Background: an optimization exercise with open tools, aiming at small area and a short achievable clock period. Do not read the settings as production practice.
Where RTL was checked, it was by simulation tests only, not by an equivalence proof against the original.
Power figures rest on the tool's default switching activity, not on a simulated workload.

==> flow/design.v (excerpt) <==
module alu_stage(clk, a, b, imm, alu_src, alu_ctl, result, zero);
For scale: about 150 flip-flops, ~19000 sq um of cells after synthesis.
==> flow/config.mk <==
export PLATFORM = sky130hd
export DESIGN_NAME = alu_stage
export DESIGN_NICKNAME = alu_stage
export VERILOG_FILES = /design/flow/design.v
export SDC_FILE = /design/flow/constraint.sdc
export NUM_CORES = 4
export LEC_CHECK = 0
export ABC_AREA = 1
export CAP_MARGIN = 20
export CORE_MARGIN = 2
export CORE_UTILIZATION = 40
export SLEW_MARGIN = 70
==> flow/constraint.sdc <==
create_clock -name core_clock -period 15.0 [get_ports {clk}]
set_input_delay 3.0000 -clock core_clock [delete_from_list [all_inputs] [get_ports {clk}]]
set_output_delay 3.0000 -clock core_clock [all_outputs]
set_load 0.01 [all_outputs]
run.sh (not shown) runs the stock make flow with config.mk's settings and CLKGATE_MAP_FILE= SYNTH_SCRIPT=/design/flow/synth_recipe.tcl, a recipe that flattens the netlist after the stock synthesis.
The first run produced a clean layout.
Change:
- SLEW_MARGIN: 70 -> 85
Outcome:
- The changed run completed without violations
- clock-buffer cell count grows by 2
- wire length grows by 10%
- total power grows by 12%
- sequential cell count stays the same
- global-route usage grows by 1.5 points
- cell count grows by about 3.4%
- clock power shrinks by about 4%
- worst hold slack gets worse by 0.0032 ns
- sequential share of layout area shrinks by 2.5 points
- clock skew barely changes
Function was not checked in any run of this note: the RTL went through the layout flow alone.

========
Setup of build 18:
alu_stage, a different RTL version from the one above (not shown whole).
Size: ~2000 cells after synthesis, ~160 flip-flops, ~110 I/O pins.
Settings: LEC_CHECK=0, ABC_AREA=1, CAP_MARGIN=20, CORE_MARGIN=2, CORE_UTILIZATION=40, SLEW_MARGIN=70, SYNTH_HIERARCHICAL=1, SYNTH_MINIMUM_KEEP_SIZE=0; clock period 15.0 ns.
standard.sh (not shown) runs the stock make flow with config.mk's settings and CLKGATE_MAP_FILE= SYNTH_SCRIPT=/design/flow/synth_recipe.tcl, a recipe that flattens the netlist after the stock synthesis.
==> flow/flow/run.sh <==
#!/bin/bash
# The standard layout with faster port buffers and gain-based buffering of
# high-fanout nets before the placement repair.
set -euo pipefail
bash standard.sh BUFFER_PORTS_ARGS="-buffer_cell sky130_fd_sc_hd__buf_4" PRE_RESIZE_TCL="$PWD/flow/pre_resize.tcl" finish > standard.log 2>&1
==> flow/flow/pre_resize.tcl <==
# Gain-based buffering of high-fanout nets.
repair_design -buffer_gain 4.0 -verbose
Build 18 completed; timing, DRC and antenna clean
[inputs] build 41 vs build 18
- SLEW_MARGIN changed from 70 to 20
==> flow/run.sh (new file) <==
#!/bin/bash
# synth_recipe.tcl (not shown) runs the flow's synth.tcl, then flattens the netlist and writes it again
# the make line also repeats each setting of config.mk as NAME=value (left out here)
make -C /OpenROAD-flow-scripts/flow DESIGN_CONFIG=/design/flow/config.mk WORK_HOME=/design/flow/orfs CLKGATE_MAP_FILE= SYNTH_SCRIPT=/design/flow/synth_recipe.tcl finish
removed: flow/flow/run.sh
removed: flow/flow/pre_resize.tcl
removed: flow/standard.sh
--- outcome ---
- [compare] base=build 18 new=build 41: area overhead of the layout relative to synthesis has decreased, cell area after layout has decreased, clock skew has remained practically unchanged, final worst-path cycle share has increased, met1 routed wirelength after detailed routing has decreased.
- Diff build 41..build 18 | clock transition time at the flip-flop clock pins of the worst setup and hold paths | negligible
- The worst hold slack of build 41 exceeds that of build 18 by 7.2 ps.
- Build 41 vs build 18: maximum clock frequency down by a little under 10%
Input-level comparison between build 70 and build 41:
- changing SLEW_MARGIN from 20 to 70
==> flow/flow/run.sh (new file) <==
#!/bin/bash
# The standard layout with faster port buffers and early gate sizing by load.
set -euo pipefail
bash standard.sh BUFFER_PORTS_ARGS="-buffer_cell sky130_fd_sc_hd__buf_4" EARLY_SIZING_CAP_RATIO=4 finish > standard.log 2>&1
==> flow/standard.sh (new file) <==
#!/bin/bash
# synth_recipe.tcl (not shown) runs the flow's synth.tcl, then flattens the netlist and writes it again
# the make line also repeats each setting of config.mk as NAME=value (left out here)
make -C /OpenROAD-flow-scripts/flow DESIGN_CONFIG=/design/flow/config.mk WORK_HOME=/design/flow/orfs CLKGATE_MAP_FILE= SYNTH_SCRIPT=/design/flow/synth_recipe.tcl "${@:-finish}"
removed: flow/run.sh
Notes after the runs:
Reported for build 41 and build 70, pin count of the biggest net entering global routing turned out identical to the last digit.
The lower via count of the routed design of build 41 and build 70 is in build 41.
Build 70: all stages complete, timing, DRC and antenna checks passed
On number of max-cap violations, build 41 and build 70 are basically level.
Relative slew slack, build 41 and build 70: higher on build 70
Switching fraction of total power: build 70 vs build 41 up 0.61 points

-- what the ideal ports hide --
No port has a modelled driver above. Below, the same layouts with a new extraction and two added sets of constraints.
Step 1 (the two cells are an assumption about what drives the block):
set clk [get_ports {clk}]
set_driving_cell -lib_cell sky130_fd_sc_hd__clkbuf_16 $clk
set_driving_cell -lib_cell sky130_fd_sc_hd__buf_2 [delete_from_list [all_inputs] $clk]
Step 2 moves the port delays by t, midway between the first and last clock arrival at a register: inputs arrive t later, outputs are due t later. That takes back most of the time a late clock gives input paths.
Three values: ideal, step 1, step 2; two values: the first two.
run | shift t [ns] | slack for setup (ns) | latest minus earliest clock arrival (ns) | worst slew at a driven data input, ns | cell pins on the clock port's net
the first run of note 1 | 0.510 | 9.284 / 9.284 / 9.284 | 0.012 / 0.013 | 0.05 | 1
the second run of note 1 | 0.498 | 8.398 / 8.339 / 8.838 | 0.010 / 0.011 | 0.04 | 1
build 18 | 0.508 | 9.577 / 9.526 / 9.829 | 0.023 / 0.024 | 0.05 | 1
build 41 | 0.512 | 9.141 / 9.175 / 8.663 | 0.026 / 0.026 | 0.05 | 1
build 70 | 0.501 | 9.670 / 9.621 / 9.905 | 0.018 / 0.018 | 0.05 | 1
After both steps setup and hold are still met in every run listed. For build 41, which loses most, drivers alone change the setup slack by +0.034 ns; drivers and shift together by -0.478 ns.
